What follows belongs to an exercise in optimizing a design on an open flow for small area and a short achievable clock period; a production flow would make more cautious choices.
The RTL was checked by simulation tests, not by an equivalence proof against the original design.
Power is estimated from default activity; no workload was simulated.

File: flow/config.mk
export PLATFORM = sky130hd
export DESIGN_NAME = game_logic
export DESIGN_NICKNAME = game_logic
export VERILOG_FILES = /design/flow/design.v
export SDC_FILE = /design/flow/constraint.sdc
export NUM_CORES = 4
export LEC_CHECK = 0
export CAP_MARGIN = 20
export CORE_MARGIN = 2
export CORE_UTILIZATION = 40
export SLEW_MARGIN = 20
File: flow/design.v
module debouncer(
    input clk,
    input resetn,
    input noisy_signal,
    output reg debounced_signal
);
    reg [6:0] counter;
    reg last_stable_signal;
    wire changed = noisy_signal ^ last_stable_signal;
    wire at_interval = counter == 7'b0010110;
    always @(posedge clk or negedge resetn) begin
        if (!resetn) begin
            debounced_signal <= 0;
            last_stable_signal <= 0;
        end else begin
            last_stable_signal <= noisy_signal;
            if (at_interval && !changed)
                debounced_signal <= last_stable_signal;
        end
    end
    always @(posedge clk)
        counter <= changed ? 7'd0 : {counter[5:0], ~(counter[6] ^ counter[5])};
endmodule
module reset_debouncer(
    input clk,
    input resetn,
    output reg debounced_signal
);
    reg [6:0] counter;
    always @(posedge clk or negedge resetn) begin
        if (!resetn) begin
            counter <= 0;
            debounced_signal <= 0;
        end else begin
            counter <= {counter[5:0], ~(counter[6] ^ counter[5])};
            if (counter == 7'b0101101)
                debounced_signal <= 1'b1;
        end
    end
endmodule
module game_logic(
	input clock,
	input resetn,
	input button1,
	input button0,
	input [7:0]player_input,
	output reg [2:0] colour,
	output [9:0] x,
	output [8:0] y,
	output reg plot
);
	reg [8:0] xr;
	reg [7:0] yr;
	assign x = {1'b0, xr};
	assign y = {1'b0, yr};
	wire [9:0] debounced_input;
	wire debounced_resetn;
	genvar g;
	generate
		for (g = 0; g < 8; g = g + 1) begin : deb_col
			debouncer d(.clk(clock), .resetn(resetn), .noisy_signal(player_input[g]),
				.debounced_signal(debounced_input[g]));
		end
	endgenerate
	debouncer debounce_8(.clk(clock), .resetn(resetn), .noisy_signal(button1),
		.debounced_signal(debounced_input[8]));
	debouncer debounce_9(.clk(clock), .resetn(resetn), .noisy_signal(button0),
		.debounced_signal(debounced_input[9]));
	reset_debouncer debounce_reset(.clk(clock), .resetn(resetn),
		.debounced_signal(debounced_resetn));
	reg [2:0] height [0:7];
	reg [5:0] owner [0:7];
	reg turn;
	reg win_flag;
	function above(input [2:0] h, input integer k);
		case (k)
			0: above = h[2] | h[1] | h[0];
			1: above = h[2] | h[1];
			2: above = h[2] | (h[1] & h[0]);
			3: above = h[2];
			4: above = h[2] & (h[1] | h[0]);
			default: above = h[2] & h[1];
		endcase
	endfunction
	function [2:0] inc(input [2:0] h);
		inc = {h[2] | (h[1] & h[0]), h[1] ^ h[0], ~h[0]};
	endfunction
	reg [5:0] occ [0:7];
	reg [5:0] p1 [0:7];
	reg [5:0] p2 [0:7];
	integer c, k, d;
	always @* begin
		for (c = 0; c < 8; c = c + 1)
			for (k = 0; k < 6; k = k + 1) begin
				occ[c][k] = above(height[c], k);
				p1[c][k] = occ[c][k] & ~owner[c][k];
				p2[c][k] = occ[c][k] & owner[c][k];
			end
	end
	reg line;
	always @* begin
		line = 1'b0;
		for (c = 0; c < 8; c = c + 1)
			for (k = 0; k < 6; k = k + 1) begin
				if (k < 3) begin
					line = line | (p1[c][k] & p1[c][k+1] & p1[c][k+2] & p1[c][k+3]);
					line = line | (p2[c][k] & p2[c][k+1] & p2[c][k+2] & p2[c][k+3]);
				end
				if (c < 5) begin
					line = line | (p1[c][k] & p1[c+1][k] & p1[c+2][k] & p1[c+3][k]);
					line = line | (p2[c][k] & p2[c+1][k] & p2[c+2][k] & p2[c+3][k]);
				end
				if (c < 5 && k < 3) begin
					line = line | (p1[c][k] & p1[c+1][k+1] & p1[c+2][k+2] & p1[c+3][k+3]);
					line = line | (p2[c][k] & p2[c+1][k+1] & p2[c+2][k+2] & p2[c+3][k+3]);
				end
				if (c < 5 && k > 2) begin
					line = line | (p1[c][k] & p1[c+1][k-1] & p1[c+2][k-2] & p1[c+3][k-3]);
					line = line | (p2[c][k] & p2[c+1][k-1] & p2[c+2][k-2] & p2[c+3][k-3]);
				end
			end
	end
	wire button_ok = turn ? debounced_input[8] : debounced_input[9];
	reg [7:0] place;
	always @* begin
		for (c = 0; c < 8; c = c + 1)
			place[c] = debounced_input[c] & ~(height[c][2] & height[c][1]) & button_ok;
	end
	wire [5:0] qx = xr[8:3];
	wire [4:0] qy = yr[7:3];
	reg [3:0] cx;
	reg [2:0] ry;
	reg gx, gy;
	always @* begin
		cx = 4'bx;
		gx = 1'bx;
		for (d = 0; d < 46; d = d + 1)
			if (qx == d) begin
				cx = d / 5;
				gx = (d % 5) == 0;
			end
		ry = 3'bx;
		gy = 1'bx;
		for (d = 0; d < 31; d = d + 1)
			if (qy == d) begin
				ry = d / 5;
				gy = (d % 5) == 0;
			end
	end
	wire grid = (~xr[2] & gx) | (~yr[2] & gy);
	wire in_board = (cx < 8) & (ry < 6);
	wire [2:0] lvl = 3'd5 - ry;
	wire [5:0] ocol = occ[cx[2:0]];
	wire [5:0] wcol = owner[cx[2:0]];
	wire cell_occ = ocol[lvl];
	wire cell_own = wcol[lvl];
	always @(posedge clock) begin
		if (!debounced_resetn) begin
			xr <= 0;
			yr <= 0;
			colour <= 3'b000;
			plot <= 1'b0;
			turn <= 1'b0;
			win_flag <= 1'b0;
			for (c = 0; c < 8; c = c + 1)
				height[c] <= 0;
		end else begin
			for (c = 0; c < 8; c = c + 1)
				if (place[c])
					height[c] <= inc(height[c]);
			if (|place)
				turn <= ~turn;
			if (line)
				win_flag <= 1'b1;
			if (win_flag)
				colour <= turn ? 3'b100 : 3'b010;
			else if (grid)
				colour <= 3'b001;
			else if (in_board && cell_occ)
				colour <= cell_own ? 3'b010 : 3'b100;
			else
				colour <= 3'b111;
			xr <= (xr == 9'd360) ? 9'd0 : xr + 9'd1;
			if (xr == 9'd360)
				yr <= (yr == 8'd240) ? 8'd0 : yr + 8'd1;
			plot <= 1'b1;
		end
	end
	always @(posedge clock) begin
		for (c = 0; c < 8; c = c + 1)
			for (k = 0; k < 6; k = k + 1)
				if (height[c] == k)
					owner[c][k] <= turn;
	end
endmodule
File: flow/run.sh
#!/bin/bash
# synth_recipe.tcl (not shown) runs the flow's synth.tcl, then flattens the netlist and writes it again
# the make line also repeats each setting of config.mk as NAME=value (left out here)
make -C /OpenROAD-flow-scripts/flow DESIGN_CONFIG=/design/flow/config.mk WORK_HOME=/design/flow/orfs CLKGATE_MAP_FILE= SYNTH_SCRIPT=/design/flow/synth_recipe.tcl finish
File: flow/constraint.sdc
create_clock -name core_clock -period 8.0 [get_ports {clock}]
set_input_delay 1.6000 -clock core_clock [delete_from_list [all_inputs] [get_ports {clock}]]
set_output_delay 1.6000 -clock core_clock [all_outputs]
set_load 0.01 [all_outputs]
==> flow_metrics.py <==
metrics = {
    "timing": {
        "clock_skew_ns": 0.0125,
        "finalCriticalPeriod_ns": 3.66,
        "whs_ns": 0.379,
        "max_clock_freq_mhz": 273,
        "worst_pin_slew_ns": 1.06,
        "min_period_over_period_pct": 45.7,
        "setup_viol": 0,
        "rsz0062_at_grt": "false",
        "tns_ns": 0,
        "hold_viol": 0,
        "slew_violations": 0,
        "timing.final.ws_setup_ns": 4.34,
        "relSlewSlack_pct": 29.1,
    },
    "global_route": {
        "grt-busiest-layer": "met2",
        "grt_max_degree": 52,
        "antenna_found_initial": 0,
        "track_usage_pct": 27.5,
        "overflow": 0,
        "use_met3_pct": 4.93,
        "grt_util_met1_pct": 38.4,
        "grt_pass1_wl_um": 58400,
        "grt_pass1_vias": 9023,
        "met2_usage_pct": 41.2,
    },
    "synthesis": {
        "ys_top_cells_by_count": "117 x dfxtp_1, 111 x and2_1, 96 x nand2_1",
        "yosysMostFrequentCell": "dfxtp_1",
        "syn_area_um2": 10900,
        "synth_top_cell_by_area": "dfxtp_1",
        "ys_seq_area_share_pct": 41.3,
        "ys_types": 87,
        "synth_area_leaders": "dfxtp_1 22%, edfxtp_1 13%, dfrtp_1 6.5%, and2_1 6.4%, ha_1 4.3%",
        "ys_warn_count": 8,
        "ys.flop_type": "dfxtp_1",
        "synth_edf_count": 48,
        "yosysTopAreaCellShare_pct": 21.6,
        "ys_ff_latch": 193,
        "synthCells": 1205,
        "syn_area_per_cell_um2": 9.01,
        "synth-async-reset-ratio_pct": 14.5,
    },
    "cells_and_area": {
        "fillers": 2654,
        "layout-drive-gt1-share_pct": 6.08,
        "multi_input_area_um2": 5950,
        "antenna_cells": 0,
        "nets": 1254,
        "seq_area_um2": 4480,
        "syn_to_final_growth_pct": 9.97,
        "fin_cells": 1559,
    },
    "critical_path": {
        "path_delay_family": "flip-flops",
        "end_kind": "output pin",
        "slowest_stage": "dfxtp_1",
        "critical_path_buf_inv_count": 1,
        "critical_path.max_stage_delay_ns": 0.92,
        "rrSetupSlack_ns": 4.67,
        "critPathKind": "reg2out",
        "worstReg2RegStart": "height[2][2]",
        "required_ns": 6.40,
        "path_cells": "clkdlybuf4s50_1",
        "r2r-end": "win_flag",
        "cp_max_fo": 27,
        "cp-start-kind": "flip-flop",
        "reg2reg_depth": 8,
        "crit_arrival_ns": 2.06,
    },
    "clock_tree": {
        "cts_setup_buffers": 0,
        "cts_sinks": 193,
        "clock_latency_ns": 0.45,
        "cts_root_buffer": "clkbuf_16",
        "cts_buffers": 17,
        "htree_levels": 4,
        "path_clk_slew_ns": 0.08,
        "cts_tree": "done",
        "post_cts_resized": 0,
        "postCtsHoldBufs": 0,
        "clk_path_buf_depth": 2,
    },
    "placed_design": {
        "gp_congestion": 1.05,
        "hpwl_um": 29600,
        "place_ws_ns": 4.82,
        "port_buffers": 32,
        "placed_cells": 1527,
    },
    "floorplan": {
        "fp.dieH_um": 169,
        "die-area_um2": 28500,
        "num_io_pins": 35,
        "core.rowCount": 60,
        "start_util_pct": 40.5,
        "core-area_um2": 26800,
        "die_x_um": 169,
    },
    "routing": {
        "wl_um": 38800,
        "viasPerCell": 6.17,
        "first_iter_violations": 1088,
        "drtAntennaViolNets": 0,
        "route.vias.total": 9614,
        "avgRoutedWirePerCell_um": 24.9,
        "firstDrtPassIters": 6,
        "drc": 0,
    },
    "min_path": {
        "worst_hold_path_type": "reg2reg",
        "hold_path_end": "debounce_reset.counter[3]",
        "min_path_cells": 0,
        "holdCritStartpoint": "debounce_reset.counter[2]",
    },
    "outcome": {
        "outcome": "no timing/DRC/antenna violations",
    },
    "power": {
        "p_leak_uw": 0.00398,
        "peakVddDrop_mv": 0.128,
        "power_uw": 1940,
        "p_per_area_nw_per_um2": 162,
    },
    "flow_run": {
        "maxCapViolations": 0,
    },
}
kinds of logic after synthesis:
group | count (synthesis) | synth area share (%)
other | 1 | 0.0345
DFF | 193 | 41.3
muxes | 12 | 1.23
buffers and inverters | 93 | 3.96
adders and majority gates | 37 | 4.26
AOI/OAI and AO/OA | 245 | 15.6
xor gates and xnor gates | 44 | 3.55
and+or+nand+nor | 580 | 30.0
worst max path at each step:
stage,from,endpoint,slack [ns],cells past startpoint
after floorplan,player_input[0],deb_col[0].d.debounced_signal,5.50,4
after global placement,xr[5],colour[0],4.77,8
after detailed placement,button1,debounce_8.debounced_signal,4.82,5
after CTS,xr[5],x[5],4.36,1
after global routing,xr[5],x[5],4.26,1
final,xr[5],x[5],4.34,1
through the flow:
stage	util, %	cell area [um2]
3_5_place_dp	42.3	11300
3_3_place_gp	42.3	11300
5_1_grt	44.6	11900
4_1_cts	44.6	11900
2_1_floorplan	-	10900
6_report	44.6	11900
flip-flops by register name, summed over array words and instances, names as in the netlist, 3 cells and up:
register	flops
deb_col.d.counter	56
owner	48
height	24
xr	9
deb_col.d.debounced_signal	8
deb_col.d.last_stable_signal	8
yr	8
debounce_8.counter	7
debounce_9.counter	7
debounce_reset.counter	7
colour	3
report_power, final:
part | leakage [uW] | total, uW | switching, uW | internal, uW
combinational | 0.00201 | 41.4 | 19.5 | 21.9
sequential | 0.00168 | 1030 | 11.7 | 1020
clock | 0.000287 | 862 | 441 | 421
placed cells by master (no fill, tap or decap), types with 7 or more instances in the layout:
| master | netlist | layout |
|---|---|---|
| o21ai_0 | 55 | 55 |
| nand4b_1 | 12 | 12 |
| o22ai_1 | 7 | 7 |
| edfxtp_1 | 48 | 48 |
| and2_1 | 111 | 111 |
| a21boi_0 | 10 | 10 |
| xnor2_1 | 35 | 35 |
| nand4_1 | 26 | 26 |
| nor4_1 | 30 | 30 |
| nand3_1 | 36 | 36 |
| clkdlybuf4s50_1 | 0 | 31 |
| a21oi_1 | 38 | 38 |
| inv_1 | 36 | 36 |
| a22o_1 | 10 | 10 |
| dfrtp_1 | 28 | 28 |
| or2_2 | 8 | 8 |
| mux2_2 | 11 | 11 |
| nor4b_1 | 12 | 12 |
| nor3_1 | 46 | 46 |
| xor2_1 | 9 | 9 |
| a22oi_1 | 14 | 14 |
| a211oi_1 | 9 | 9 |
| nor2_1 | 75 | 75 |
| a221oi_1 | 7 | 7 |
| or3_1 | 10 | 10 |
| or4_1 | 11 | 11 |
| ha_1 | 37 | 37 |
| nand2b_1 | 17 | 17 |
| clkbuf_16 | 0 | 17 |
| dfxtp_1 | 117 | 117 |
| a31oi_1 | 13 | 13 |
| nand2_1 | 96 | 96 |
| nor2b_1 | 52 | 52 |
routing by layer:
metal | wire length (um) | part of all wire, % | vias to the layer above
met2 | 16700 | 43 | 502
met3 | 3040 | 7.8 | 125
met4 | 1970 | 5.1 | 0
li1 | - | - | 4380
met1 | 17100 | 44 | 4607
met5 | 0 | 0 | -
final cells by class:
class	instances	share of cell area, %
Clock inverter	14	1.38
Timing Repair Buffer	37	2.96
Multi-Input combinational cell	920	49.8
Clock buffer	18	3.59
Sequential cell	193	37.6
Inverter	36	1.13
Tap cell	341	3.57
worst register-to-register path, cell delays in order (launching register included):
cell and delay, ns:
dfxtp_1 0.89, or2_2 0.33, nand2b_2 0.18, or4_1 0.59
o311a_1 0.19, a211oi_1 0.64, nor4_1 0.17, nand4_1 0.14
o41a_1 0.15

==> afterwards: timing with drivers on the ports <==
In the flow no input, the clock included, has a driving cell. The finished layout below was timed again as built, in two steps. Step 1 sets driving cells, clkbuf_16 on the clock port and buf_2 on the other inputs (assumed; they add their load-dependent delay and slew). Step 2, shift: input delay + t, output delay - t, t = (earliest + latest rising clock arrival at the registers) / 2. This alone moves slack from input paths to output paths. Three values: no drivers, after step 1, after step 2; two values: the first two.
t (ns): 0.493
setup slack, ns: 4.341 / 4.293 / 4.669
hold WS [ns]: 0.379 / 0.379 / 0.379
worst setup path at the end: register to register
cell pins on the clock port's net: 1
After both steps this run still meets setup and hold. The setup slack of this run moves by -0.048 ns with the drivers and by +0.328 ns with both steps.
